This is an optimization exercise on Yosys and OpenROAD, whose aim is small area, a short achievable clock period and few clock cycles per item, not a production implementation. Where RTL was checked, it was by simulation tests only, not by an equivalence proof against the original. The RTL of runs 1 to 3 and 6 was laid out without a check of its function. Power figures rest on the tool's default switching activity, not on a simulated workload.

## run.sh

```bash
#!/bin/bash
# synth_recipe.tcl (not shown) runs the flow's synth.tcl, then flattens the netlist and writes it again
# the make line also repeats each setting of config.mk as NAME=value (left out here)
make -C /OpenROAD-flow-scripts/flow DESIGN_CONFIG=/design/flow/config.mk WORK_HOME=/design/flow/orfs CLKGATE_MAP_FILE= SYNTH_SCRIPT=/design/flow/synth_recipe.tcl finish
```

## config.mk

```make
export PLATFORM = sky130hd
export DESIGN_NAME = qoi_compressor
export DESIGN_NICKNAME = qoi_compressor
export VERILOG_FILES = /design/flow/design.v
export SDC_FILE = /design/flow/constraint.sdc
export NUM_CORES = 4
export LEC_CHECK = 0
export CAP_MARGIN = 20
export CORE_MARGIN = 2
export CORE_UTILIZATION = 40
export SLEW_MARGIN = 20
```

## constraint.sdc

```tcl
create_clock -name core_clock -period 5.0 [get_ports {clk}]
set_input_delay 1.0000 -clock core_clock [delete_from_list [all_inputs] [get_ports {clk}]]
set_output_delay 1.0000 -clock core_clock [all_outputs]
set_load 0.01 [all_outputs]
```

## design.v

```verilog
module qoi_compressor (
    input  wire        rstn,
    input  wire        clk,
    output reg         ctrl_ready,
    input  wire        ctrl_start,
    input  wire [15:0] ctrl_width,
    input  wire [15:0] ctrl_height,
    output reg         i_tready,
    input  wire        i_tvalid,
    input  wire        i_tlast,
    input  wire [ 7:0] i_R, i_G, i_B,
    input  wire        o_tready,
    output reg         o_tvalid,
    output reg         o_tlast,
    output reg  [ 3:0] o_tkeep,
    output reg  [31:0] o_tdata
);
localparam [1:0] K_PIX = 2'd0, K_H0 = 2'd1, K_H1 = 2'd2, K_H2 = 2'd3;
localparam [2:0] S_IDLE = 3'd0, S_H0 = 3'd1, S_H1 = 3'd2, S_H2 = 3'd3, S_PIX = 3'd4;
reg  [ 2:0] state;
reg  [15:0] img_w, img_h;
reg         first_pend;           
reg         I_v, I_first, I_last;
reg  [ 1:0] I_k;
reg  [23:0] I_px;                 
reg         A_v, A_first, A_last, A_same;
reg  [ 1:0] A_k;
reg  [23:0] A_px;
reg  [ 5:0] A_h;
reg  [ 7:0] A_dR, A_dG, A_dB;
reg         S_v;                  
wire        out_ok = ~S_v;
wire A_hold = A_v & (A_k == K_PIX) & ~A_last;
wire A_lpix = A_v & (A_k == K_PIX) & A_last;    
wire adv    = out_ok & (I_v | ~A_hold);
wire I_cons = adv & ~A_lpix;
wire I_free = ~I_v | (out_ok & ~A_lpix);         
wire take = i_tvalid & i_tready;
wire inj  = (state == S_H0 || state == S_H1 || state == S_H2) & I_free;
reg  [2:0] state_n;
always @* begin
    state_n = state;
    case (state)
        S_IDLE: if (ctrl_start & ctrl_ready) state_n = S_H0;
        S_H0:   if (I_free) state_n = S_H1;
        S_H1:   if (I_free) state_n = S_H2;
        S_H2:   if (I_free) state_n = S_PIX;
        default: if (take & i_tlast) state_n = S_IDLE;
    endcase
end
wire I_v_n = take | inj | (I_v & ~I_cons);
wire        W_v;
wire        W_last;
wire [ 3:0] W_keep;
wire [31:0] W_data;
wire push  = adv & W_v;
wire o_cons = o_tvalid & o_tready;
wire S_v_n = S_v ? ~o_tready : (o_tvalid & ~o_tready & push);
always @(posedge clk or negedge rstn)
    if (~rstn) begin
        state      <= S_IDLE;
        ctrl_ready <= 1'b0;
        i_tready   <= 1'b0;
        I_v        <= 1'b0;
        S_v        <= 1'b0;
    end else begin
        state      <= state_n;
        ctrl_ready <= (state_n == S_IDLE);
        i_tready   <= (state_n == S_PIX) & (~I_v_n | ~S_v_n);
        I_v        <= I_v_n;
        S_v        <= S_v_n;
    end
always @(posedge clk) begin
    if (ctrl_start && ctrl_ready) begin
        img_w <= ctrl_width;
        img_w[0] <= ctrl_width[0] | (ctrl_width == 16'd0);
        img_h <= ctrl_height;
        img_h[0] <= ctrl_height[0] | (ctrl_height == 16'd0);
    end
    if (inj) first_pend <= 1'b1;
    else if (take) first_pend <= 1'b0;
end
always @(posedge clk)
    if (take) begin
        I_k     <= K_PIX;
        I_first <= first_pend;
        I_last  <= i_tlast;
        I_px    <= {i_R, i_G, i_B};
    end else if (inj) begin
        I_first <= 1'b0;
        I_last  <= 1'b0;
        case (state)
            S_H0:    begin I_k <= K_H0; I_px <= 24'h6F_69_66; end         
            S_H1:    begin I_k <= K_H1; I_px <= {8'h00, img_w[15:8], img_w[7:0]}; end
            default: begin I_k <= K_H2; I_px <= {8'h00, img_h[15:8], img_h[7:0]}; end
        endcase
    end
wire [7:0] iR = I_px[23:16], iG = I_px[15:8], iB = I_px[7:0];
wire [5:0] hash = {iR[5:0], 1'b0} + iR[5:0]
                + {iG[3:0], 2'b0} + iG[5:0]
                + {iB[2:0], 3'b0} - iB[5:0] + 6'd53;
always @(posedge clk or negedge rstn)
    if (~rstn) A_v <= 1'b0;
    else if (adv) A_v <= I_v & ~A_lpix;
always @(posedge clk)
    if (adv) begin
        A_k     <= I_k;
        A_first <= I_first;
        A_last  <= I_last;
        A_px    <= I_px;
        A_h     <= hash;
        A_same  <= (I_px == A_px);
        A_dR    <= iR - A_px[23:16];
        A_dG    <= iG - A_px[15: 8];
        A_dB    <= iB - A_px[ 7: 0];
    end
reg  [17:0] tab_d [0:63];
reg  [63:0] tab_v;
wire        A_pix = A_v & (A_k == K_PIX);
wire        A_clr = A_v & (A_k == K_H0);
wire [17:0] A_key = {A_px[23:22], A_px[15:0]};
genvar gi;
generate
    for (gi = 0; gi < 64; gi = gi + 1) begin : g_tab
        always @(posedge clk) begin
            if (adv & A_pix & (A_h == gi)) tab_d[gi] <= A_key;
            if (adv & A_clr) tab_v[gi] <= 1'b0;
            else if (adv & A_pix & (A_h == gi)) tab_v[gi] <= 1'b1;
        end
    end
endgenerate
wire [18:0] l1 [0:15];
wire [18:0] l2 [0:3];
generate
    for (gi = 0; gi < 16; gi = gi + 1) begin : g_l1
        wire [18:0] e0 = {tab_v[4*gi+0], tab_d[4*gi+0]};
        wire [18:0] e1 = {tab_v[4*gi+1], tab_d[4*gi+1]};
        wire [18:0] e2 = {tab_v[4*gi+2], tab_d[4*gi+2]};
        wire [18:0] e3 = {tab_v[4*gi+3], tab_d[4*gi+3]};
        assign l1[gi] = A_h[1] ? (A_h[0] ? e3 : e2) : (A_h[0] ? e1 : e0);
    end
    for (gi = 0; gi < 4; gi = gi + 1) begin : g_l2
        assign l2[gi] = A_h[3] ? (A_h[2] ? l1[4*gi+3] : l1[4*gi+2]) : (A_h[2] ? l1[4*gi+1] : l1[4*gi+0]);
    end
endgenerate
wire [18:0] rd = A_h[5] ? (A_h[4] ? l2[3] : l2[2]) : (A_h[4] ? l2[1] : l2[0]);
reg         B_v, B_first, B_last, B_run;
reg  [ 1:0] B_k;
reg  [23:0] B_px;
reg  [ 5:0] B_h, B_q;             
reg  [18:0] B_rd;
reg         B_diff, B_luma;
reg  [ 5:0] B_dcode;
reg  [13:0] B_lcode;
wire A_run = A_pix & A_same & ~A_first & ~(B_run & (B_q == 6'd61));
wire [7:0] dR2 = A_dR + 8'd2, dG2 = A_dG + 8'd2, dB2 = A_dB + 8'd2;
wire [7:0] lG  = A_dG + 8'd32;
wire [7:0] lR  = A_dR - A_dG + 8'd8;
wire [7:0] lB  = A_dB - A_dG + 8'd8;
always @(posedge clk or negedge rstn)
    if (~rstn) B_v <= 1'b0;
    else if (adv) B_v <= A_v;
always @(posedge clk)
    if (adv) begin
        B_k     <= A_k;
        B_first <= A_first;
        B_last  <= A_last;
        B_px    <= A_px;
        B_h     <= A_h;
        B_rd    <= rd;
        B_run   <= A_run;
        B_q     <= B_run ? B_q + 6'd1 : 6'd0;
        B_diff  <= (dR2[7:2] == 6'd0) & (dG2[7:2] == 6'd0) & (dB2[7:2] == 6'd0);
        B_dcode <= {dR2[1:0], dG2[1:0], dB2[1:0]};
        B_luma  <= (lG[7:6] == 2'd0) & (lR[7:4] == 4'd0) & (lB[7:4] == 4'd0);
        B_lcode <= {lR[3:0], lB[3:0], lG[5:0]};
    end
reg         C_v, C_last, C_h2;
reg  [ 2:0] C_n;
reg  [31:0] C_bytes;
wire B_pix   = B_v & (B_k == K_PIX);
wire B_match = B_rd[18] & (B_rd[17:0] == {B_px[23:22], B_px[15:0]});
always @(posedge clk or negedge rstn)
    if (~rstn) C_v <= 1'b0;
    else if (adv) C_v <= B_v;
always @(posedge clk)
    if (adv) begin
        C_last <= B_pix & B_last;
        C_h2   <= B_v & (B_k == K_H2);
        if (~B_v) begin
            C_n     <= 3'd0;
            C_bytes <= 32'hx;
        end else if (B_pix & B_run) begin
            C_n     <= (A_run & ~B_last) ? 3'd0 : 3'd1;
            C_bytes <= {24'hx, 2'b11, B_q};
        end else if (B_pix & ~B_first & B_match) begin
            C_n     <= 3'd1;
            C_bytes <= {24'hx, 2'b00, B_h};
        end else if (B_pix & ~B_first & B_diff) begin
            C_n     <= 3'd1;
            C_bytes <= {24'hx, 2'b01, B_dcode};
        end else if (B_pix & ~B_first & B_luma) begin
            C_n     <= 3'd2;
            C_bytes <= {16'hx, B_lcode[13:6], 2'b10, B_lcode[5:0]};
        end else begin
            C_n     <= 3'd4;
            C_bytes <= {B_px[7:0], B_px[15:8], B_px[23:16],
                        (B_k == K_PIX) ? 8'hFE : (B_k == K_H0) ? 8'h71 : 8'h00};
        end
    end
reg  [ 1:0] P_cnt;
reg  [23:0] P_rem;
reg         P_flush;
wire [ 3:0] tot = {2'b0, P_cnt} + {1'b0, C_n};
reg  [55:0] merged;
always @*
    case (P_cnt)
        2'd0: merged = {24'hx, C_bytes};
        2'd1: merged = {16'hx, C_bytes, P_rem[7:0]};
        2'd2: merged = { 8'hx, C_bytes, P_rem[15:0]};
        default: merged = {C_bytes, P_rem};
    endcase
wire cv = C_v;
assign W_v    = P_flush | (cv & (tot[2] | C_last));
assign W_last = P_flush | (C_last & ~tot[3] & ~(tot[2] & |tot[1:0]));
wire [2:0] kcnt = P_flush ? {1'b0, P_cnt} : (C_last & ~tot[2]) ? tot[2:0] : 3'd4;
assign W_keep = (kcnt == 3'd1) ? 4'b0001 : (kcnt == 3'd2) ? 4'b0011 : (kcnt == 3'd3) ? 4'b0111 : 4'b1111;
assign W_data = P_flush ? {8'hx, P_rem} : merged[31:0];
always @(posedge clk or negedge rstn)
    if (~rstn) begin
        P_cnt   <= 2'd0;
        P_flush <= 1'b0;
    end else if (adv) begin
        if (P_flush) begin
            P_cnt   <= 2'd0;
            P_flush <= 1'b0;
        end else if (cv & C_h2) begin
            P_cnt   <= 2'd2;
        end else if (cv & C_last) begin
            P_cnt   <= (tot > 4'd4) ? tot[1:0] : 2'd0;
            P_flush <= (tot > 4'd4);
        end else if (cv) begin
            P_cnt   <= tot[1:0];
        end
    end
always @(posedge clk)
    if (adv & ~P_flush & cv) begin
        if (C_h2)        P_rem <= 24'h00_03;         
        else if (tot[2]) P_rem <= merged[55:32];
        else             P_rem <= merged[23:0];
    end
reg        S_last;
reg [ 3:0] S_keep;
reg [31:0] S_data;
always @(posedge clk or negedge rstn)
    if (~rstn) o_tvalid <= 1'b0;
    else if (~o_tvalid | o_tready) o_tvalid <= S_v | push;
always @(posedge clk) begin
    if (~o_tvalid | o_tready) begin
        if (S_v) begin
            o_tlast <= S_last; o_tkeep <= S_keep; o_tdata <= S_data;
        end else begin
            o_tlast <= W_last; o_tkeep <= W_keep; o_tdata <= W_data;
        end
    end
    if (~S_v) begin
        S_last <= W_last; S_keep <= W_keep; S_data <= W_data;
    end
end
endmodule
```

==> metrics.md, run 1 <==
| Metric | Value |
|---|---|
| #FFs+latches synth | `about 1600` |
| DIE AREA | `158000 um^2` |
| CTS root buf | `clkbuf_16` |
| Post-Syn Nets | `approximately 3400` |
| Max-Cap Viols | `0` |
| Placed cells | `5397` |
| Final ANT Viol Nets | `0` |
| Grt ovf | `0` |
| Compound-Gate Fraction of Synth Area | `0.0579` |
| Pwr Density | `667 nW/um^2` |
| Final cycle utilization of the critical path | `0.735` |
| Mean Syn Cell Area | `18.8 um^2` |
| Layout cells sized above 1 | `0.214` |
| Post-synth EDFFs | `around 1400` |
| Slowest cell on crit path | `fa_1` |
| CTS Buffer Depth | `3` |
| Adder-Cell Fraction of Synth Area | `0.0185` |
| Leakage Power | `0.0234 uW` |
| Buffers & Inverters on Critical Path | `2` |
| Setup TNS | `0 ns` |
| Iter 0 DRT Violations | `3245` |
| CP Cell Sequence | `fa_1 -> inv_1 -> fa_1 -> fa_1 -> fa_1 -> inv_1 -> ha_1 -> xnor2_1 -> xnor2_1 -> xnor2_1 -> xnor2_1` |
| Outcome | `finished clean` |
| Die height | `~400 um` |
| Clock sinks | `1566` |
| Worst Max-Slew Pin Slew | `approximately 1.1 ns` |
| Seq/Total Area, Yosys | `0.742` |
| Data arrival, critical path | `4.20 ns` |
| Top-count cell post-synth | `edfxtp_1` |
| RSZ-0062 raised after global routing | `false` |
| Family with the most delay on the worst path | `adder cells` |
| Synthesis-to-layout area growth | `15.2%` |
| Warnings from Yosys | `2` |
| Design area | `71300 um^2` |
| WL final | `153000 um` |
| Mapped Cells | `roughly 3300` |
| H-tree Lvls | `4` |
| Number of global-route vias before repair | `32021` |
| Non-filler cells, final | `5698` |
| Post-Synth XOR/XNOR Area | `0.00878` |
| CTS clk-pin slew, worst paths | `0.06 ns` |
| GRT Overall Usage | `0.193` |
| Synth Area in Simple Gates | `0.0330` |
| Final hold violations | `0` |
| Pins Over Slew Limit | `0` |
| Die Width | `397 um` |
| Worst path max stage delay | `0.59 ns` |
| Critical Path End Type | `register` |
| Minimum clock period after layout | `3.67 ns` |
| Minimum setup slack after placement | `1.33 ns` |
| IO Pins | `102` |
| Setup ws final | `1.33 ns` |
| Post-DP Area | `66000 um^2` |
| Post-synth top area share | `0.703` |
| Vias | `31805` |
| Largest family of logic cells by synthesized area | `multiplexers` |
| Initial Util | `0.402` |
| Slew headroom | `0.271` |
| Vias per cell | `about 5.6` |
| Final setup vio count | `0` |
| Largest net degree at the start of global routing | `75` |
| Port Buffers | `101` |
| Ranking of synthesized cells by area | `edfxtp_1, mux4_2, dfxtp_1` |
| Post-synth top cells | `edfxtp_1, mux4_2, nor2_1` |
| Post-synthesis mux area share | `0.122` |
| Total power draw | `47600 uW` |
| F_max | `0.272 GHz` |
| Hold Crit Class | `register to register` |
| Worst-Skew Late Latency | `0.78 ns` |
| Mapped cell area | `61800 um^2` |
| Data required, critical path | `around 5.5 ns` |
| Leading area contributor after synthesis | `edfxtp_1` |
| Synth cell types | `66` |
| Fin nets | `3658` |
| CTS tree | `built` |
| DRC Markers | `0` |
| Worst VDD drop | `578 uV` |
| Clock Skew | `0.0217 ns` |
| First-pass GRT wire length | `222000 um` |
| # rows | `144` |
| Num CTS Buffers | `161` |
| Ys flop type | `edfxtp_1` |
| Core area | `approximately 150000 um^2` |
| # hold bufs at CTS | `0` |
| Average wire per standard cell | `26.8 um` |
| Postcts setup bufs | `0` |
| Initial antenna violation count | `1` |
| Critical path type | `register to register` |
| Post-CTS sizing | `0` |
| CP max FO | `4` |
| Initial DRT Pass Iterations | `5` |
| Final Wtd Congestion | `0.833` |
| DPL Wire Length | `90900 um` |
| Ys async rst share | `0.00894` |
| Critical path startpoint category | `register` |
-- per-layer routing --
metal  track usage  wire length [um]  up-vias
met3        0.0301              9780      178
met4        0.0530              3200        0
met2         0.319             75400     1088
met1         0.265             64200    16760
li1              -                 -    13779
met5             0                 0        -
-- report_power, final --
part / total [uW] / internal, uW / switching, uW
Clock: 11800 / 6840 / 4970
Sequential: 19500 / 18300 / 1190
Combinational: 16200 / 6180 / 10000
Total: 47600 / 31400 / 16200
-- layout make-up --
| cell class | instances | area, um^2 |
|---|---|---|
| fillers | 13012 | 82600 |
| repair buffers | 230 | 2120 |
| multi-input cells | 1465 | 15100 |
| diodes | 2 | 5.00 |
| well taps | 2044 | 2560 |
| flip-flops and latches | 1566 | 45900 |
| clock inverters | 88 | 822 |
| clock buffers | 211 | 4370 |
| inverters | 92 | 347 |
-- cells by family after synthesis --
group | after synthesis
AOI/OAI and AO/OA | 504
xor gates and xnor gates | 62
adders and majority gates | 80
buffers and inverters | 264
DFF | 1566
muxes | 371
and+or+nand+nor | 448
-- cells in the final DEF (no fill, tap or decap), drive strengths merged, types with 86 or more instances in the layout --
| cell type | n |
|---|---|
| buf | 129 |
| inv | 100 |
| dfxtp | 104 |
| nor2 | 192 |
| nand2 | 114 |
| edfxtp | 1448 |
| a21oi | 86 |
| clkbuf | 211 |
| clkdlybuf4s50 | 101 |
| mux4 | 304 |
-- per-stage QoR --
step / utilization / hold WS, ns
detailed placement: 0.429 / 0.421
CTS: 0.463 / 0.434
finish: 0.463 / 0.435
floorplan: - / 0.400
global placement: 0.429 / 0.418
global route: 0.463 / 0.451
-- path summary, 6_finish.rpt --
| check | from | end | cells past startpoint | slack (ns) |
|---|---|---|---|---|
| max in group asynchronous | rstn | S_v | 1 | 3.60 |
| worst max register to register | I_px[10] | A_h[5] | 11 | 1.33 |
| worst min register to register | I_k[1] | A_k[1] | 0 | 0.43 |
| min in group asynchronous | rstn | i_tready | 1 | 0.75 |
| worst min-delay path | I_k[1] | A_k[1] | 0 | 0.43 |
| worst max-delay path | I_px[10] | A_h[5] | 11 | 1.33 |
-- state kept, by name, summed over array words and instances, names as in the netlist, 8 cells and up --
register and count:
tab_v 64, B_px 24, img_w 16, tab_d 1152, S_data 32, img_h 16
C_bytes 32, A_dG 8, P_rem 24, A_dR 8, B_rd 19, o_tdata 32
A_dB 8, B_lcode 13, A_px 24, I_px 24
==> run 2: changes to the inputs <==
--- a/config.mk
+++ b/config.mk
@@ -5,7 +5,9 @@
 export SDC_FILE = /design/flow/constraint.sdc
 export NUM_CORES = 4
 export LEC_CHECK = 0
+export ABC_CLOCK_PERIOD_IN_PS = 2500
 export CAP_MARGIN = 20
 export CORE_MARGIN = 2
 export CORE_UTILIZATION = 40
+export SETUP_SLACK_MARGIN = 2.5
 export SLEW_MARGIN = 20
==> metrics.md, run 2 <==
| Metric | Value |
|---|---|
| Switching power | `17900 uW` |
| WL final | `157000 um` |
| Final setup vio count | `0` |
| Worst Max-Slew Pin Slew | `1.21 ns` |
| Data arrival, critical path | `4.09 ns` |
| DIE AREA | `158000 um^2` |
| Top-count cell post-synth | `edfxtp_1` |
| Ys async rst share | `0.00894` |
| Grt ovf | `0` |
| Mean Syn Cell Area | `18.8 um^2` |
| Data required, critical path | `5.54 ns` |
| Minimum clock period after layout | `~3.6 ns` |
| Final cycle utilization of the critical path | `0.710` |
| Mapped Cells | `3295` |
| Compound-Gate Fraction of Synth Area | `0.0579` |
| Vias | `roughly 33000` |
| Final hold violations | `0` |
| Pwr Density | `687 nW/um^2` |
| Outcome | `finished clean` |
| CTS tree | `built` |
| Synth cell types | `66` |
| Util after Layout | `0.487` |
| Post-synthesis mux area share | `0.122` |
| Worst setup path end | `A_h[5]` |
| Ys flop type | `edfxtp_1` |
| Most flops, register | `tab_d` |
| Fin nets | `3795` |
| Largest net degree at the start of global routing | `86` |
| Clock Skew | `about 0.029 ns` |
| Hold Crit Class | `register to register` |
| Post-Syn Nets | `3437` |
| RSZ-0062 raised after global routing | `true` |
| DRC Markers | `0` |
| Warnings from Yosys | `2` |
| Setup ws final | `1.45 ns` |
| Initial antenna violation count | `4` |
| Slew headroom | `0.195` |
| Slowest cell on crit path | `fa_1` |
| Reg2Reg Depth | `11` |
| Iter 0 DRT Violations | `approximately 3600` |
| Worst VDD drop | `522 uV` |
| Initial Util | `0.402` |
| Most common cell after layout, fill and taps aside | `edfxtp_1` |
| Leading area contributor after synthesis | `edfxtp_1` |
| Layout cells sized above 1 | `0.304` |
| CTS Buffer Depth | `3` |
| Max-Cap Viols | `0` |
| # hold bufs at CTS | `0` |
| First-pass GRT wire length | `roughly 230000 um` |
| Adder-Cell Fraction of Synth Area | `0.0185` |
| Critical path type | `register to register` |
| Synthesis-to-layout area growth | `21.2%` |
| Num CTS Buffers | `158` |
| Largest family of logic cells by synthesized area | `multiplexers` |
| Die height | `397 um` |
| Post-synth top cells | `edfxtp_1, mux4_2, nor2_1` |
| Vias per cell | `5.58` |
| Post-synth top area share | `0.703` |
| Final Wtd Congestion | `0.825` |
| Average wire per standard cell | `26.9 um` |
| Worst-Skew Late Latency | `just under 0.8 ns` |
| Mapped cell area | `61800 um^2` |
| # rows | `between 100 and 150` |
| DPL Wire Length | `88500 um` |
| #FFs+latches synth | `1566` |
| Initial DRT Pass Iterations | `5` |
| Largest regs | `tab_d: 1152 flops, tab_v: 64 flops` |
| Critical path startpoint category | `register` |
| H-tree Lvls | `4` |
| Most frequent cells in the layout | `edfxtp_1, mux4_2, clkbuf_16, buf_4, dfxtp_1` |
| Internal power | `between 30000 and 40000 uW` |
| Worst path max stage delay | `0.57 ns` |
| Setup slack, reg-to-reg | `1.45 ns` |
| IO Pins | `102` |
| Power share of the combinational group | `0.393` |
| CTS clk-pin slew, worst paths | `0.06 ns` |
| Die Width | `between 300 and 400 um` |
| Clock group share of total power | `0.229` |
| Leakage Power | `approximately 0.025 uW` |
| Max reg flops | `1152` |
| R2r endpoint | `A_h[5]` |
| Final ANT Viol Nets | `0` |
| Fillers | `12638` |
| CP Cell Sequence | `fa_1 -> inv_1 -> fa_1 -> fa_1 -> fa_1 -> inv_2 -> ha_4 -> xnor2_1 -> xnor2_1 -> xnor2_1 -> xnor2_1` |
| Hold Path Origin | `S_keep[0]` |
| GRT Overall Usage | `0.197` |
| Critical path origin | `I_px[12]` |
| Port Buffers | `approximately 100` |
| Post-synth EDFFs | `approximately 1400` |
| Seq/Total Area, Yosys | `0.742` |
| Reg-to-reg startpoint | `I_px[12]` |
| Critical Path End Type | `register` |
| Clock sinks | `1566` |
| Core area | `154000 um^2` |
| CP max FO | `2` |
| Post-Synth XOR/XNOR Area | `0.00878` |
| Power share of the sequential group | `0.378` |
| Synth Area in Simple Gates | `0.0330` |
| Pins Over Slew Limit | `0` |
| CTS root buf | `clkbuf_16` |
| Ranking of synthesized cells by area | `edfxtp_1, mux4_2, dfxtp_1` |
| Number of global-route vias before repair | `between 30000 and 40000` |
| F_max | `0.282 GHz` |
| Minimum setup slack after placement | `1.43 ns` |
| Switching share of power | `0.348` |
==> run 2: cells by family (layout without fill, tap and decap cells) <==
| logic type | Yosys count | in the layout |
|---|---|---|
| buffers and inverters | 264 | 745 |
| other | 0 | 2 |
| XOR/XNOR | 62 | 62 |
| multiplexers | 371 | 371 |
| flip-flops | 1566 | 1566 |
| adder cells (fa/ha/maj) | 80 | 80 |
| AND/OR/NAND/NOR | 448 | 453 |
| AO/OA/AOI/OAI | 504 | 504 |
==> run 2: worst min-delay path by stage <==
stage                end  slack, ns  cells past startpoint
3_5_place_dp   S_keep[0]       0.42                      1
4_1_cts        S_keep[0]       0.43                      1
5_1_grt        tab_v[50]       0.47                      1
6_report       S_keep[0]       0.43                      1
3_3_place_gp   S_keep[0]       0.42                      1
2_1_floorplan    A_first       0.40                      0
==> run 2: stage by stage <==
| stage | TNS, ns | power, uW | std cells | cell area (um^2) | hold slack (ns) |
|---|---|---|---|---|---|
| final | 0 | 51400 | 5827 | 74900 | 0.431 |
| after global routing | 0 | 53700 | 5827 | 74900 | 0.474 |
| after floorplan | -2.68 | 29900 | 3295 | 62000 | 0.400 |
| after CTS | 0 | 50700 | 5781 | 74000 | 0.435 |
| after detailed placement | 0 | 36000 | 5393 | 66000 | 0.421 |
| after global placement | 0 | 35900 | 5392 | 66000 | 0.417 |
==> run 2: area by class of cell <==
type / instances / area [um^2] / area share
flip-flops and latches: 1566 / 45900 / 0.613
multi-input cells: 1470 / 16600 / 0.221
repair buffers: 365 / 4360 / 0.0582
clock buffers: 204 / 4280 / 0.0571
well taps: 2044 / 2560 / 0.0341
clock inverters: 84 / 862 / 0.0115
inverters: 92 / 358 / 0.00478
diodes: 2 / 5.00 / 0.0000668
==> run 2: power by group through the flow <==
stage	Sequential, uW	Combinational [uW]	Clock (uW)
after floorplan	20100	9830	0
after global placement	19800	16100	0
after detailed placement	19800	16300	0
after CTS	19500	19200	12000
after global routing	19600	21600	12500
final	19500	20200	11800
==> run 2: critical path: cells and delay by family (launching register included) <==
| family | cells | cell delay (ns) |
|---|---|---|
| adders and majority gates | 5 | 2.19 |
| xor gates and xnor gates | 4 | 0.59 |
| DFF | 1 | 0.42 |
| buffers and inverters | 2 | 0.11 |
==> run 2: metal layers <==
metal / share of wire / track usage
met4: 0.024 / 0.0566
met1: 0.42 / 0.276
met2: 0.49 / 0.319
met5: 0.000083 / 0
met3: 0.062 / 0.0327
==> run 2: what timing repair did <==
item	in CTS	in global routing
setup buffers	75	39
resized for setup	395	108
gates cloned	25	5
pin swaps	78	58
setup endpoints to repair	1470	1013
==> run 3: changes to the inputs <==
==> config.mk (replaced) <==
export PLATFORM = sky130hd
export DESIGN_NAME = qoi_compressor
export DESIGN_NICKNAME = qoi_compressor
export VERILOG_FILES = /design/flow/design.v
export SDC_FILE = /design/flow/constraint.sdc
export NUM_CORES = 4
export LEC_CHECK = 0
export ABC_CLOCK_PERIOD_IN_PS = 2000
export CAP_MARGIN = 20
export CORE_MARGIN = 2
export CORE_UTILIZATION = 55
export SETUP_SLACK_MARGIN = 3.0
export SLEW_MARGIN = 20
==> metrics.md, run 3 <==
| Metric | Value |
|---|---|
| Outcome | `finished clean` |
| Mapped Cells | `between 3000 and 4000` |
| Data arrival, critical path | `4.05 ns` |
| Leading area contributor after synthesis | `edfxtp_1` |
| Max reg flops | `1152` |
| Most frequent cells in the layout | `edfxtp_1, mux4_2, buf_4, clkbuf_16, buf_12` |
| Most common cell after layout, fill and taps aside | `edfxtp_1` |
| Worst-Skew Late Latency | `0.79 ns` |
| Total power draw | `57500 uW` |
| # hold bufs at CTS | `0` |
| Die height | `between 300 and 400 um` |
| Initial antenna violation count | `7` |
| Ys async rst share | `0.00894` |
| Most flops, register | `tab_d` |
| Vias per cell | `6.67` |
| Layout cells sized above 1 | `0.431` |
| Minimum setup slack after placement | `1.39 ns` |
| CTS root buf | `clkbuf_16` |
| Grt ovf | `0` |
| Initial DRT Pass Iterations | `5` |
| Most frequent cell on the critical path | `fa_1` |
| Critical Path End Type | `register` |
| H-tree Lvls | `4` |
| Clock Skew | `around 0.038 ns` |
| Ranking of synthesized cells by area | `edfxtp_1, mux4_2, dfxtp_1` |
| Largest net degree at the start of global routing | `75` |
| CTS Buffer Depth | `3` |
| Worst VDD drop | `605 uV` |
| Hold Crit Endpoint | `S_keep[0]` |
| Critical path startpoint category | `register` |
| DPL Wire Length | `93200 um` |
| CTS clk-pin slew, worst paths | `0.06 ns` |
| Die Width | `339 um` |
| IO Pins | `between 100 and 150` |
| Final setup vio count | `0` |
| Post-synth EDFFs | `1448` |
| Seq/Total Area, Yosys | `0.742` |
| Reg2Reg Depth | `11` |
| Ys flop type | `edfxtp_1` |
| Clock sinks | `1566` |
| Worst Max-Slew Pin Slew | `1.21 ns` |
| Max-Cap Viols | `0` |
| Family with the most delay on the worst path | `adder cells` |
| Core area | `112000 um^2` |
| F_max | `0.284 GHz` |
| Final ANT Viol Nets | `0` |
| Hold Crit Class | `register to register` |
| Min-Delay Path Depth | `1` |
| Iter 0 DRT Violations | `5339` |
| Post-synth top area share | `0.703` |
| CTS tree | `built` |
| Post-Syn Nets | `around 3400` |
| Final Wtd Congestion | `0.840` |
| Hold Path Origin | `S_keep[0]` |
| Util after Layout | `0.761` |
| Top-count cell post-synth | `edfxtp_1` |
| Num CTS Buffers | `162` |
| DRC Markers | `0` |
| Data required, critical path | `5.54 ns` |
| CP max FO | `2` |
| DIE AREA | `around 120000 um^2` |
| Critical path type | `register to register` |
| Buffers & Inverters on Critical Path | `2` |
| Worst path max stage delay | `around 0.58 ns` |
| Synthesis-to-layout area growth | `37.8%` |
| R2r endpoint | `A_h[5]` |
| Vias | `around 39000` |
| GRT Overall Usage | `0.345` |
| Minimum clock period after layout | `roughly 3.5 ns` |
| Number of global-route vias before repair | `37075` |
| #FFs+latches synth | `1566` |
| Largest regs | `tab_d: 1152 flops, tab_v: 64 flops` |
| Mean Syn Cell Area | `around 19 um^2` |
| Pins Over Slew Limit | `0` |
| Leakage Power | `0.0294 uW` |
| Synth cell types | `66` |
| Fin nets | `4306` |
| Post-synth top cells | `edfxtp_1, mux4_2, nor2_1` |
| # rows | `123` |
| First-pass GRT wire length | `279000 um` |
| Port Buffers | `101` |
| Average wire per standard cell | `37.0 um` |
| Final hold violations | `0` |
| Slowest cell on crit path | `fa_1` |
| Initial Util | `0.552` |
| Mapped cell area | `61800 um^2` |
| Setup slack, reg-to-reg | `1.48 ns` |
| WL final | `215000 um` |
| Pwr Density | `674 nW/um^2` |
| Slew headroom | `0.195` |
| Setup ws final | `about 1.5 ns` |
| CP Cell Sequence | `fa_1 -> inv_2 -> fa_1 -> fa_1 -> fa_1 -> inv_2 -> ha_4 -> xnor2_2 -> xnor2_1 -> xnor2_1 -> xnor2_1` |
| RSZ-0062 raised after global routing | `true` |
| Final cycle utilization of the critical path | `0.703` |
| Reg-to-reg startpoint | `I_px[12]` |
| Warnings from Yosys | `2` |
[run 3: cell type report]
cell class	instances	area (um^2)
multi-input combinational	1479	18400
fill	6070	26800
sequential	1566	45900
clock inverter	101	821
antenna	3	7.51
timing repair buffer	863	13400
clock buffer	202	4440
inverter	92	367
tap	1500	1880
[run 3: worst reg2reg max path: cells and delay by family (launching register included)]
family	cells	cell delay (ns)
adders and majority gates	5	2.21
xor gates and xnor gates	4	0.55
buffers and inverters	2	0.10
DFF	1	0.43
[run 3: logic make-up (layout without fill, tap and decap cells)]
| logic type | count (synthesis) | count (layout) | share of synthesized area |
|---|---|---|---|
| AO/OA/AOI/OAI | 504 | 505 | 0.0579 |
| XOR/XNOR | 62 | 64 | 0.00878 |
| adder cells (fa/ha/maj) | 80 | 80 | 0.0185 |
| buffers and inverters | 264 | 1258 | 0.0173 |
| flip-flops | 1566 | 1566 | 0.742 |
| multiplexers | 371 | 371 | 0.122 |
| other | 0 | 3 | 0 |
| AND/OR/NAND/NOR | 448 | 459 | 0.0330 |
[run 3: timing repair]
item                       in CTS  in global routing
buffers inserted              367                131
setup endpoints to repair    1650               1536
cloned                        142                 43
hold endpoints to repair        0                  0
gates resized for setup       905                289
pin swaps                     188                177
[run 3: metrics by stage]
stage / setup TNS (ns) / instance area [um^2] / hold slack (ns) / std cells
2_1_floorplan: -2.68 / 62400 / 0.400 / 3295
3_3_place_gp: 0 / 65500 / 0.422 / 4816
3_5_place_dp: 0 / 65500 / 0.429 / 4817
4_1_cts: 0 / 81800 / 0.441 / 5629
5_1_grt: 0 / 85200 / 0.467 / 5803
6_report: 0 / 85200 / 0.437 / 5806
[run 3: layer usage]
metal,GRT usage,wire [um]
met1,0.457,73100
met2,0.561,104000
met3,0.0590,23800
met4,0.169,13700
met5,0,22
[run 3: worst max-delay path by stage]
stage	startpoint	to	slack (ns)	cells past startpoint
global placement	I_px[19]	A_h[5]	1.38	13
finish	I_px[12]	A_h[5]	1.48	11
detailed placement	I_px[19]	A_h[5]	1.39	13
global route	I_px[12]	A_h[5]	1.37	11
CTS	I_px[12]	A_h[5]	1.48	11
floorplan	S_v	P_rem[0]	-0.11	4
[run 3: report_power, final]
group	switching (uW)	total, uW	leakage (uW)	internal, uW
combinational	14700	25800	0.0124	11200
clock	5220	12100	0.00260	6880
sequential	1260	19600	0.0144	18300
==> run 4: changes to the inputs <==
--- a/design.v
+++ b/design.v
@@ -23,7 +23,7 @@
 reg         I_v, I_first, I_last;
 reg  [ 1:0] I_k;
 reg  [23:0] I_px;                 
-reg         A_v, A_first, A_last, A_same;
+reg         A_v, A_first, A_last;
 reg  [ 1:0] A_k;
 reg  [23:0] A_px;
 reg  [ 5:0] A_h;
@@ -80,6 +80,18 @@
     if (inj) first_pend <= 1'b1;
     else if (take) first_pend <= 1'b0;
 end
+reg  [5:0] I_hs, I_hc;
+wire [5:0] o1 = i_R[5:0], o2 = {i_R[4:0], 1'b0}, o3 = i_G[5:0];
+wire [5:0] o4 = {i_G[3:0], 2'b0}, o5 = {i_B[2:0], 3'b0}, o6 = ~i_B[5:0];
+wire [5:0] s1 = o1 ^ o2 ^ o3, c1 = {(o1[4:0] & o2[4:0]) | (o1[4:0] & o3[4:0]) | (o2[4:0] & o3[4:0]), 1'b0};
+wire [5:0] s2 = o4 ^ o5 ^ o6, c2 = {(o4[4:0] & o5[4:0]) | (o4[4:0] & o6[4:0]) | (o5[4:0] & o6[4:0]), 1'b0};
+wire [5:0] s3 = s1 ^ c1 ^ s2, c3 = {(s1[4:0] & c1[4:0]) | (s1[4:0] & s2[4:0]) | (c1[4:0] & s2[4:0]), 1'b0};
+wire [5:0] s4 = s3 ^ c3 ^ c2, c4 = {(s3[4:0] & c3[4:0]) | (s3[4:0] & c2[4:0]) | (c3[4:0] & c2[4:0]), 1'b0};
+always @(posedge clk)
+    if (take) begin
+        I_hs <= s4;
+        I_hc <= c4;
+    end
 always @(posedge clk)
     if (take) begin
         I_k     <= K_PIX;
@@ -96,9 +108,7 @@
         endcase
     end
 wire [7:0] iR = I_px[23:16], iG = I_px[15:8], iB = I_px[7:0];
-wire [5:0] hash = {iR[5:0], 1'b0} + iR[5:0]
-                + {iG[3:0], 2'b0} + iG[5:0]
-                + {iB[2:0], 3'b0} - iB[5:0] + 6'd53;
+wire [5:0] hash = I_hs + I_hc + 6'd54;
 always @(posedge clk or negedge rstn)
     if (~rstn) A_v <= 1'b0;
     else if (adv) A_v <= I_v & ~A_lpix;
@@ -109,11 +119,11 @@
         A_last  <= I_last;
         A_px    <= I_px;
         A_h     <= hash;
-        A_same  <= (I_px == A_px);
         A_dR    <= iR - A_px[23:16];
         A_dG    <= iG - A_px[15: 8];
         A_dB    <= iB - A_px[ 7: 0];
     end
+wire A_same = ~|{A_dR, A_dG, A_dB};
 reg  [17:0] tab_d [0:63];
 reg  [63:0] tab_v;
 wire        A_pix = A_v & (A_k == K_PIX);
==> config.mk (replaced) <==
export PLATFORM = sky130hd
export DESIGN_NAME = qoi_compressor
export DESIGN_NICKNAME = qoi_compressor
export VERILOG_FILES = /design/flow/design.v
export SDC_FILE = /design/flow/constraint.sdc
export NUM_CORES = 4
export LEC_CHECK = 0
export CAP_MARGIN = 20
export CORE_MARGIN = 2
export CORE_UTILIZATION = 40
export SLEW_MARGIN = 20
==> metrics.md, run 4 <==
| Metric | Value |
|---|---|
| Core area | `~150000 um^2` |
| Die Width | `398 um` |
| Num CTS Buffers | `162` |
| Power share of the combinational group | `0.298` |
| Synthesis-to-layout area growth | `14.8%` |
| Total power draw | `44400 uW` |
| Max-Cap Viols | `0` |
| Data required, critical path | `5.46 ns` |
| Worst path max stage delay | `approximately 0.9 ns` |
| DIE AREA | `approximately 160000 um^2` |
| Pwr Density | `about 620 nW/um^2` |
| Top-count cell post-synth | `edfxtp_1` |
| Vias per cell | `5.54` |
| Post-Syn Nets | `3467` |
| Most frequent cells in the layout | `edfxtp_1, mux4_2, clkbuf_16, nor2_1, buf_4` |
| Clock Skew | `about 0.024 ns` |
| Post-synth top area share | `0.703` |
| F_max | `0.275 GHz` |
| Final hold violations | `0` |
| Ys async rst share | `0.00889` |
| H-tree Lvls | `4` |
| IO Pins | `102` |
| Placed cells | `around 5400` |
| Most flops, register | `tab_d` |
| Post-synth EDFFs | `approximately 1500` |
| Die height | `roughly 400 um` |
| Final setup vio count | `0` |
| Worst-Skew Late Latency | `around 0.77 ns` |
| GRT Overall Usage | `0.192` |
| Worst VDD drop | `465 uV` |
| Hold Crit Class | `register to register` |
| Port Buffers | `101` |
| CP Cell Sequence | `buf_12 -> mux4_2 -> a22oi_1 -> a21oi_1 -> nor2_1 -> o221ai_1` |
| CTS Buffer Depth | `3` |
| Min-Delay Path Depth | `0` |
| Post-synth top cells | `edfxtp_1, mux4_2, nor2_1` |
| #FFs+latches synth | `1575` |
| Fin nets | `3679` |
| Final cycle utilization of the critical path | `0.726` |
| Layout cells sized above 1 | `0.208` |
| Minimum clock period after layout | `between 3 and 4 ns` |
| Switching power | `14600 uW` |
| Mapped Cells | `3320` |
| Synth cell types | `67` |
| # rows | `144` |
| Slew headroom | `0.280` |
| Final ANT Viol Nets | `0` |
| WL final | `151000 um` |
| Initial DRT Pass Iterations | `5` |
| Data arrival, critical path | `4.09 ns` |
| CP max FO | `72` |
| Initial Util | `0.403` |
| Switching share of power | `0.329` |
| Worst Max-Slew Pin Slew | `1.08 ns` |
| RSZ-0062 raised after global routing | `false` |
| DPL Wire Length | `just under 90000 um` |
| Pins Over Slew Limit | `0` |
| Ys flop type | `edfxtp_1` |
| Clock group share of total power | `0.260` |
| Critical path startpoint category | `register` |
| Ranking of synthesized cells by area | `edfxtp_1, mux4_2, dfxtp_1` |
| Initial antenna violation count | `3` |
| CTS root buf | `clkbuf_16` |
| Vias | `31646` |
| Postcts setup bufs | `0` |
| Critical Path End Type | `register` |
| Average wire per standard cell | `26.4 um` |
| Post-CTS sizing | `0` |
| Slowest cell on crit path | `edfxtp_1` |
| Outcome | `finished clean` |
| First-pass GRT wire length | `222000 um` |
| Mapped cell area | `between 60000 and 70000 um^2` |
| Leading area contributor after synthesis | `edfxtp_1` |
| Clock sinks | `1575` |
| Critical path type | `register to register` |
| CTS clk-pin slew, worst paths | `~0.060 ns` |
| Power share of the sequential group | `0.441` |
| Final Wtd Congestion | `0.828` |
| Reg2Reg Depth | `6` |
| CTS tree | `built` |
| Leakage Power | `0.0235 uW` |
| DRC Markers | `0` |
| Number of global-route vias before repair | `between 30000 and 40000` |
| # hold bufs at CTS | `0` |
| Internal power | `29800 uW` |
| Hold_ws | `~0.43 ns` |
| Max reg flops | `1152` |
| Non-filler cells, final | `around 5700` |
| Warnings from Yosys | `2` |
| Seq/Total Area, Yosys | `0.743` |
| Mean Syn Cell Area | `18.7 um^2` |
| Most common cell after layout, fill and taps aside | `edfxtp_1` |
| Largest net degree at the start of global routing | `about 180` |
| Grt ovf | `0` |
| Largest regs | `tab_d: 1152 flops, tab_v: 64 flops` |
| Iter 0 DRT Violations | `3338` |
[run 4: routing by layer]
layer,GRT usage,routed length (um),vias up
met1,0.266,64900,16609
met5,0,0,-
met3,0.0293,8210,211
li1,-,-,13849
met4,0.0541,3660,0
met2,0.314,73900,977
[run 4: power groups by stage]
stage | clock network, uW | logic, uW | registers, uW
global placement | 0 | 13200 | 19900
floorplan | 0 | 7670 | 20000
finish | 11600 | 13200 | 19600
global route | 12300 | 14400 | 19800
detailed placement | 0 | 13400 | 19900
CTS | 11800 | 13400 | 19600
[run 4: worst paths after layout]
check	startpoint	end	slack (ns)
max	A_h[0]	B_rd[2]	1.37
min	I_first	A_first	0.43
max reg2reg	A_h[0]	B_rd[2]	1.37
min reg2reg	I_first	A_first	0.43
max in group asynchronous	rstn	S_v	3.72
min in group asynchronous	rstn	P_cnt[1]	0.71
[run 4: layout make-up]
type	instances	area, um^2
clock inverter	61	574
tap	2044	2560
inverter	104	390
timing repair buffer	221	2010
antenna	2	5.00
multi-input combinational	1468	15200
sequential	1575	46200
fill	13090	82800
clock buffer	234	4470
[run 4: logic make-up after synthesis]
logic type | after synthesis | share of synthesized area
muxes | 366 | 0.121
adders and majority gates | 85 | 0.0194
xor gates and xnor gates | 68 | 0.00958
AOI/OAI and AO/OA | 509 | 0.0575
buffers and inverters | 277 | 0.0174
DFF | 1575 | 0.743
and+or+nand+nor | 440 | 0.0331
[run 4: worst max-delay path: cells and delay by family, from the launching register on]
| family | cells | cell delay, ns |
|---|---|---|
| compound gates | 3 | 0.80 |
| simple gates | 1 | 0.32 |
| flops | 1 | 0.90 |
| mux | 1 | 0.62 |
| buf+inv | 1 | 0.53 |
[run 4: per-stage QoR]
step | cell area (um^2) | worst slack, ns | TNS [ns] | util
final | 71400 | 1.37 | 0 | 0.463
after global routing | 71400 | 1.16 | 0 | 0.463
after CTS | 71400 | 1.26 | 0 | 0.463
after detailed placement | 66400 | 1.30 | 0 | 0.430
after global placement | 66300 | 1.34 | 0 | 0.430
after floorplan | 62200 | -0.283 | -0.283 | -
Testbench counts of run 4, summed over its fixed seeds: cycles 48,935, pixels 48,510.
==> run 5: changes to the inputs <==
--- a/config.mk
+++ b/config.mk
@@ -8,4 +8,7 @@
 export CAP_MARGIN = 20
 export CORE_MARGIN = 2
 export CORE_UTILIZATION = 40
+export CTS_BUF_LIST = sky130_fd_sc_hd__clkbuf_4 sky130_fd_sc_hd__clkbuf_8
+export CTS_CLUSTER_SIZE = 25
+export SETUP_SLACK_MARGIN = 2.3
 export SLEW_MARGIN = 20
==> metrics.md, run 5 <==
| Metric | Value |
|---|---|
| Iter 0 DRT Violations | `approximately 3900` |
| Synth cell types | `67` |
| Worst path max stage delay | `0.48 ns` |
| # rows | `144` |
| Hold Crit Class | `register to register` |
| Pwr Density | `616 nW/um^2` |
| Core area | `154000 um^2` |
| Average wire per standard cell | `27.3 um` |
| Max-Cap Viols | `0` |
| WL final | `163000 um` |
| Final hold violations | `0` |
| CP Cell Sequence | `or3b_4 -> or3_4 -> nor3b_4 -> buf_6 -> nand2_8 -> nor2_4 -> buf_12` |
| Clock Skew | `0.0649 ns` |
| Worst Max-Slew Pin Slew | `1.11 ns` |
| Number of global-route vias before repair | `34298` |
| Initial antenna violation count | `4` |
| IO Pins | `102` |
| Synthesis-to-layout area growth | `19.5%` |
| Critical path type | `register to register` |
| Post-synth top area share | `0.703` |
| CTS Buffer Depth | `4` |
| Most frequent cells in the layout | `edfxtp_1, mux4_2, clkbuf_8, buf_4, dfxtp_1` |
| Port Buffers | `101` |
| Fin nets | `3907` |
| H-tree Lvls | `5` |
| Worst VDD drop | `473 uV` |
| CTS root buf | `clkbuf_8` |
| Final setup vio count | `0` |
| Final ANT Viol Nets | `0` |
| Switching share of power | `0.337` |
| DRC Markers | `0` |
| Slowest cell on crit path | `or3_4` |
| Warnings from Yosys | `2` |
| Minimum clock period after layout | `about 2.8 ns` |
| Post-synth EDFFs | `around 1500` |
| Num CTS Buffers | `278` |
| Ys flop type | `edfxtp_1` |
| Layout cells sized above 1 | `0.300` |
| Mean Syn Cell Area | `about 19 um^2` |
| Mapped Cells | `3320` |
| Non-filler cells, final | `5994` |
| Largest net degree at the start of global routing | `slightly above 90` |
| Power share of the sequential group | `0.428` |
| Critical Path End Type | `register` |
| Max reg flops | `approximately 1200` |
| CP max FO | `17` |
| Die Width | `398 um` |
| GRT Overall Usage | `0.206` |
| Slew headroom | `0.261` |
| DIE AREA | `159000 um^2` |
| Mapped cell area | `62200 um^2` |
| Post-synth top cells | `edfxtp_1, mux4_2, nor2_1` |
| Vias per cell | `5.63` |
| RSZ-0062 raised after global routing | `true` |
| Internal power | `30400 uW` |
| Data required, critical path | `around 5.7 ns` |
| DPL Wire Length | `roughly 90000 um` |
| Pins Over Slew Limit | `0` |
| CTS tree | `built` |
| First-pass GRT wire length | `~240000 um` |
| Die height | `398 um` |
| Final cycle utilization of the critical path | `0.551` |
| Vias | `33756` |
| Worst-Skew Late Latency | `1.00 ns` |
| Most common cell after layout, fill and taps aside | `edfxtp_1` |
| Most flops, register | `tab_d` |
| F_max | `0.363 GHz` |
| Total power draw | `~46000 uW` |
| Outcome | `finished clean` |
| Ys async rst share | `0.00889` |
| Top-count cell post-synth | `edfxtp_1` |
| Initial DRT Pass Iterations | `7` |
| Leakage Power | `0.0249 uW` |
| Initial Util | `0.403` |
| Switching power | `15400 uW` |
| #FFs+latches synth | `between 1500 and 2000` |
| Ranking of synthesized cells by area | `edfxtp_1, mux4_2, dfxtp_1` |
| Grt ovf | `0` |
| Post-Syn Nets | `3467` |
| Largest regs | `tab_d: 1152 flops, tab_v: 64 flops` |
| Leading area contributor after synthesis | `edfxtp_1` |
| Final Wtd Congestion | `roughly 0.8` |
| Clock group share of total power | `0.250` |
| CTS clk-pin slew, worst paths | `0.06 ns` |
| Placed cells | `5409` |
| Clock sinks | `1575` |
| Data arrival, critical path | `approximately 3.4 ns` |
| Critical path startpoint category | `register` |
| Power share of the combinational group | `0.323` |
| Seq/Total Area, Yosys | `0.743` |
-- run 5: cell counts after synthesis --
No cell type changed its count.
-- run 5: final timing paths --
| path | depth (start not counted) | to | slack, ns | from |
|---|---|---|---|---|
| worst max-delay path | 7 | tab_d[50][6] | 2.24 | A_k[1] |
| min in group asynchronous | 1 | i_tready | 0.51 | rstn |
| max in group asynchronous | 1 | S_v | 3.88 | rstn |
| worst min register to register | 0 | A_first | 0.42 | I_first |
| worst min-delay path | 0 | A_first | 0.42 | I_first |
| worst max register to register | 7 | tab_d[50][6] | 2.24 | A_k[1] |
-- run 5: kinds of logic (layout without fill, tap and decap cells) --
family	Yosys count	count (layout)	share of synthesized area
AO/OA/AOI/OAI	509	509	0.0575
buffers and inverters	277	901	0.0174
adder cells (fa/ha/maj)	85	85	0.0194
other	0	4	0
XOR/XNOR	68	68	0.00958
flip-flops	1575	1575	0.743
AND/OR/NAND/NOR	440	442	0.0331
multiplexers	366	366	0.121
-- run 5: power by group through the flow --
stage	registers [uW]	logic, uW	clock network, uW
floorplan	20000	7720	0
global placement	19900	13200	0
detailed placement	20000	13400	0
CTS	19600	14400	11700
global route	19700	15900	12300
finish	19600	14800	11400
-- run 5: critical path, delay by kind of cell (launching register included) --
family	cells	cell delay (ns)
DFF	1	0.40
and+or+nand+nor	5	1.58
buffers and inverters	2	0.38
-- run 5: cell type report --
class / instances / area, um^2
flip-flops and latches: 1575 / 46200
well taps: 2044 / 2560
repair buffers: 331 / 4120
fillers: 12835 / 79900
multi-input cells: 1470 / 15800
inverters: 104 / 390
clock inverters: 84 / 494
clock buffers: 382 / 4760
diodes: 4 / 10.0
-- run 5: metrics by stage --
stage	TNS, ns	hold WS (ns)	util	worst slack, ns	instance area [um^2]
after floorplan	-0.282	0.400	-	-0.282	62400
after global placement	0	0.409	0.431	1.41	66500
after detailed placement	0	0.407	0.431	1.38	66500
after CTS	0	0.421	0.477	2.23	73600
after global routing	0	0.444	0.482	2.21	74300
final	0	0.419	0.482	2.24	74300
-- run 5: repair_timing --
item                        CTS  global route
setup endpoints to repair  1301           541
pin swaps                    42            26
hold buffers                  0             0
setup buffers                83            12
gates cloned                 11             8
resized for setup           214            92
-- run 5: layer usage --
metal,global-route usage,vias to the layer above,wire (um)
li1,-,14354,-
met1,0.282,17668,67700
met2,0.326,1474,78300
met3,0.0468,256,12900
met4,0.0676,4,4480
met5,0,-,22
==> run 6: changes to the inputs <==
--- a/design.v
+++ b/design.v
@@ -26,7 +26,7 @@
 reg         A_v, A_first, A_last;
 reg  [ 1:0] A_k;
 reg  [23:0] A_px;
-reg  [ 5:0] A_h;
+reg  [ 3:0] A_h0, A_h1, A_h2;        
 reg  [ 7:0] A_dR, A_dG, A_dB;
 reg         S_v;                  
 wire        out_ok = ~S_v;
@@ -88,12 +88,12 @@
 wire [5:0] s3 = s1 ^ c1 ^ s2, c3 = {(s1[4:0] & c1[4:0]) | (s1[4:0] & s2[4:0]) | (c1[4:0] & s2[4:0]), 1'b0};
 wire [5:0] s4 = s3 ^ c3 ^ c2, c4 = {(s3[4:0] & c3[4:0]) | (s3[4:0] & c2[4:0]) | (c3[4:0] & c2[4:0]), 1'b0};
 always @(posedge clk)
-    if (take) begin
+    if (i_tready) begin
         I_hs <= s4;
         I_hc <= c4;
     end
 always @(posedge clk)
-    if (take) begin
+    if (i_tready) begin
         I_k     <= K_PIX;
         I_first <= first_pend;
         I_last  <= i_tlast;
@@ -118,7 +118,9 @@
         A_first <= I_first;
         A_last  <= I_last;
         A_px    <= I_px;
-        A_h     <= hash;
+        A_h0    <= 4'b1 << hash[1:0];
+        A_h1    <= 4'b1 << hash[3:2];
+        A_h2    <= 4'b1 << hash[5:4];
         A_dR    <= iR - A_px[23:16];
         A_dG    <= iG - A_px[15: 8];
         A_dB    <= iB - A_px[ 7: 0];
@@ -133,27 +135,25 @@
 generate
     for (gi = 0; gi < 64; gi = gi + 1) begin : g_tab
         always @(posedge clk) begin
-            if (adv & A_pix & (A_h == gi)) tab_d[gi] <= A_key;
+            if (adv & A_pix & A_sel[gi]) tab_d[gi] <= A_key;
             if (adv & A_clr) tab_v[gi] <= 1'b0;
-            else if (adv & A_pix & (A_h == gi)) tab_v[gi] <= 1'b1;
+            else if (adv & A_pix & A_sel[gi]) tab_v[gi] <= 1'b1;
         end
     end
 endgenerate
-wire [18:0] l1 [0:15];
-wire [18:0] l2 [0:3];
+wire [63:0] A_sel;
+reg  [18:0] rd;
+integer ri;
 generate
-    for (gi = 0; gi < 16; gi = gi + 1) begin : g_l1
-        wire [18:0] e0 = {tab_v[4*gi+0], tab_d[4*gi+0]};
-        wire [18:0] e1 = {tab_v[4*gi+1], tab_d[4*gi+1]};
-        wire [18:0] e2 = {tab_v[4*gi+2], tab_d[4*gi+2]};
-        wire [18:0] e3 = {tab_v[4*gi+3], tab_d[4*gi+3]};
-        assign l1[gi] = A_h[1] ? (A_h[0] ? e3 : e2) : (A_h[0] ? e1 : e0);
-    end
-    for (gi = 0; gi < 4; gi = gi + 1) begin : g_l2
-        assign l2[gi] = A_h[3] ? (A_h[2] ? l1[4*gi+3] : l1[4*gi+2]) : (A_h[2] ? l1[4*gi+1] : l1[4*gi+0]);
+    for (gi = 0; gi < 64; gi = gi + 1) begin : g_sel
+        assign A_sel[gi] = A_h2[gi / 16] & A_h1[(gi / 4) % 4] & A_h0[gi % 4];
     end
 endgenerate
-wire [18:0] rd = A_h[5] ? (A_h[4] ? l2[3] : l2[2]) : (A_h[4] ? l2[1] : l2[0]);
+always @* begin
+    rd = 19'd0;
+    for (ri = 0; ri < 64; ri = ri + 1)
+        rd = rd | ({19{A_sel[ri]}} & {tab_v[ri], tab_d[ri]});
+end
 reg         B_v, B_first, B_last, B_run;
 reg  [ 1:0] B_k;
 reg  [23:0] B_px;
@@ -176,7 +176,9 @@
         B_first <= A_first;
         B_last  <= A_last;
         B_px    <= A_px;
-        B_h     <= A_h;
+        B_h     <= {A_h2[3] | A_h2[2], A_h2[3] | A_h2[1],
+                    A_h1[3] | A_h1[2], A_h1[3] | A_h1[1],
+                    A_h0[3] | A_h0[2], A_h0[3] | A_h0[1]};
         B_rd    <= rd;
         B_run   <= A_run;
         B_q     <= B_run ? B_q + 6'd1 : 6'd0;
--- a/config.mk
+++ b/config.mk
@@ -8,7 +8,5 @@
 export CAP_MARGIN = 20
 export CORE_MARGIN = 2
 export CORE_UTILIZATION = 40
-export CTS_BUF_LIST = sky130_fd_sc_hd__clkbuf_4 sky130_fd_sc_hd__clkbuf_8
-export CTS_CLUSTER_SIZE = 25
-export SETUP_SLACK_MARGIN = 2.3
+export SETUP_SLACK_MARGIN = 2.5
 export SLEW_MARGIN = 20
==> metrics.md, run 6 <==
| Metric | Value |
|---|---|
| Outcome | `finished clean` |
| Critical path startpoint category | `register` |
| Average wire per standard cell | `41.3 um` |
| Mean Syn Cell Area | `15.8 um^2` |
| Post-synth top cells | `edfxtp_1, a22oi_1, nand2_1` |
| Vias | `44444` |
| Min-Delay Path Depth | `0` |
| Vias per cell | `6.81` |
| Multi-input logic area | `around 16000 um^2` |
| Fillers | `12432` |
| Final cycle utilization of the critical path | `0.638` |
| Hold_ws | `0.417 ns` |
| Final ANT Viol Nets | `0` |
| Most common cell after layout, fill and taps aside | `edfxtp_1` |
| Warnings from Yosys | `2` |
| Grt ovf | `0` |
| CTS Buffer Depth | `3` |
| Pins Over Slew Limit | `0` |
| Ys flop type | `edfxtp_1` |
| Setup slack, reg-to-reg | `1.81 ns` |
| CTS root buf | `clkbuf_16` |
| Max reg flops | `between 1000 and 1500` |
| Synth cell types | `69` |
| Initial DRT Pass Iterations | `10` |
| Die Width | `396 um` |
| Final Wtd Congestion | `approximately 1` |
| Most frequent cells in the layout | `edfxtp_1, buf_4, a22oi_1, nand2_1, clkbuf_16` |
| Post-synth top area share | `0.715` |
| DPL Wire Length | `about 150000 um` |
| Critical path type | `register to register` |
| Placed cells | `slightly below 6000` |
| H-tree Lvls | `4` |
| Data required, critical path | `5.57 ns` |
| Ranking of synthesized cells by area | `edfxtp_1, a22oi_1, dfxtp_1` |
| Worst Max-Slew Pin Slew | `1.41 ns` |
| CP max FO | `12` |
| WL final | `around 270000 um` |
| Max-Cap Viols | `0` |
| Reg2Reg Depth | `9` |
| Leakage Power | `0.0261 uW` |
| Critical path origin | `A_h1[2]` |
| Largest regs | `tab_d: 1152 flops, tab_v: 64 flops` |
| Data arrival, critical path | `approximately 3.8 ns` |
| Critical Path End Type | `register` |
| Clock Skew | `0.0471 ns` |
| Storage cell area | `46400 um^2` |
| Initial Util | `0.403` |
| GRT Overall Usage | `0.334` |
| Number of global-route vias before repair | `40389` |
| Port Buffers | `101` |
| RSZ-0062 raised after global routing | `true` |
| Mapped Cells | `3896` |
| First-pass GRT wire length | `353000 um` |
| DIE AREA | `around 160000 um^2` |
| # hold bufs at CTS | `0` |
| Synthesis-to-layout area growth | `24.5%` |
| Worst setup path end | `B_rd[10]` |
| Layout cells sized above 1 | `0.251` |
| Pwr Density | `660 nW/um^2` |
| Leading area contributor after synthesis | `edfxtp_1` |
| Most flops, register | `tab_d` |
| Core area | `152000 um^2` |
| Worst VDD drop | `481 uV` |
| Iter 0 DRT Violations | `approximately 10000` |
| Post-Syn Nets | `4043` |
| IO Pins | `just over 100` |
| Seq/Total Area, Yosys | `0.755` |
| Ys async rst share | `0.00886` |
| Mapped cell area | `61400 um^2` |
| Final hold violations | `0` |
| Largest net degree at the start of global routing | `109` |
| Clock sinks | `1581` |
| DRC Markers | `0` |
| CTS tree | `built` |
| Final setup vio count | `0` |
| F_max | `around 0.31 GHz` |
| Setup TNS | `0 ns` |
| Minimum clock period after layout | `between 3 and 4 ns` |
| Slew headroom | `0.0574` |
| Die height | `approximately 400 um` |
| # rows | `143` |
| Non-filler cells, final | `6524` |
| Total power draw | `50400 uW` |
| Num CTS Buffers | `155` |
| Fin nets | `4504` |
| Reg-to-reg startpoint | `A_h1[2]` |
| #FFs+latches synth | `1581` |
| CTS clk-pin slew, worst paths | `0.07 ns` |
| Hold Crit Class | `register to register` |
| Post-synth EDFFs | `1463` |
| Initial antenna violation count | `23` |
| R2r endpoint | `B_rd[10]` |
| Worst-Skew Late Latency | `0.84 ns` |
| Top-count cell post-synth | `edfxtp_1` |
## run 6: final cells by class
class	instances	area share
repair buffers	532	0.0759
clock inverters	76	0.00980
flip-flops and latches	1581	0.607
well taps	2030	0.0332
diodes	10	0.000327
inverters	95	0.00509
clock buffers	208	0.0554
multi-input cells	1991	0.213
repair inverters	1	0.000262
## run 6: worst min-delay path by stage
stage                  from       to  slack, ns
finish              I_first  A_first       0.42
global placement    I_first  A_first       0.41
floorplan           I_first  A_first       0.40
detailed placement  I_first  A_first       0.40
CTS                 I_first  A_first       0.42
global route        I_first  A_first       0.45
## run 6: metrics by stage
stage | worst slack [ns] | instance area (um^2) | utilization
2_1_floorplan | 2.27 | 61500 | -
3_3_place_gp | 0.976 | 65500 | 0.430
3_5_place_dp | 1.14 | 65500 | 0.430
4_1_cts | 2.04 | 74700 | 0.490
5_1_grt | 1.89 | 76400 | 0.502
6_report | 1.81 | 76400 | 0.502
## run 6: cell families after synthesis
| kind of cell | share of synthesized area |
|---|---|
| compound gates | 0.122 |
| mux | 0.00996 |
| simple gates | 0.0604 |
| buf+inv | 0.0226 |
| xor+xnor | 0.0101 |
| flops | 0.755 |
| fa+ha+maj | 0.0196 |
## run 6: what timing repair did
| item | in CTS | in global routing |
|---|---|---|
| cloned | 25 | 5 |
| setup endpoints to repair | 1380 | 959 |
| pin swaps | 128 | 108 |
| resized for setup | 633 | 172 |
| buffers inserted | 146 | 97 |
## run 6: per-layer routing
metal	vias up	global-route usage	wire, um
met3	1285	0.176	47600
met4	38	0.228	24800
met5	-	0.00585	570
met1	21882	0.403	88600
met2	4625	0.457	108000
li1	16614	-	-
## run 6: worst max-delay path, stage by stage, from the launching register on
cell and delay, ns:
edfxtp_1 0.40, buf_4 0.15, buf_4 0.19, buf_4 0.17, and3_2 0.40, a22oi_1 0.24, o21ai_0 0.18, nor4_2 0.47
nand4_1 0.30, or3_1 0.44
## run 6: where the power goes
group          internal (uW)  total, uW  switching (uW)
Clock                   6500      11700            5220
Sequential             18800      20100            1370
Combinational           6100      18600           12500

==> static timing again, ports no longer ideal <==
The results above use ideal ports. As a check the final layouts listed here were re-extracted and re-timed, cells and wires unchanged.
Step 1: set_driving_cell puts a clkbuf_16 on clk and a buf_2 on each other input, an assumption about the parent block.
Step 2 moves the port delays by t, midway between the first and last clock arrival at a register: inputs arrive t later, outputs are due t later. That takes back most of the time a late clock gives input paths.
a / b / c = ideal ports / drivers / drivers and shift; a / b = the first two.
run	shift t [ns]	slack for setup (ns)	worst setup path after step 2	worst slew at a driven data input, ns	cell pins on the clock port's net
run 1	0.853	1.327 / 1.327 / 1.327	register to register	0.06	1
run 2	0.859	1.448 / 1.448 / 1.448	register to register	0.08	1
run 3	0.859	1.485 / 1.485 / 1.485	register to register	0.06	1
run 4	0.847	1.369 / 1.369 / 1.369	register to register	0.06	1
run 5	1.050	2.243 / 2.243 / 1.623	input to register	0.06	1
run 6	0.901	1.810 / 1.810 / 1.664	input to register	0.10	1
After both steps setup and hold are still met in every run listed. The setup slack of run 5, which loses most, moves by 0.000 ns with the drivers and by -0.620 ns with both steps.
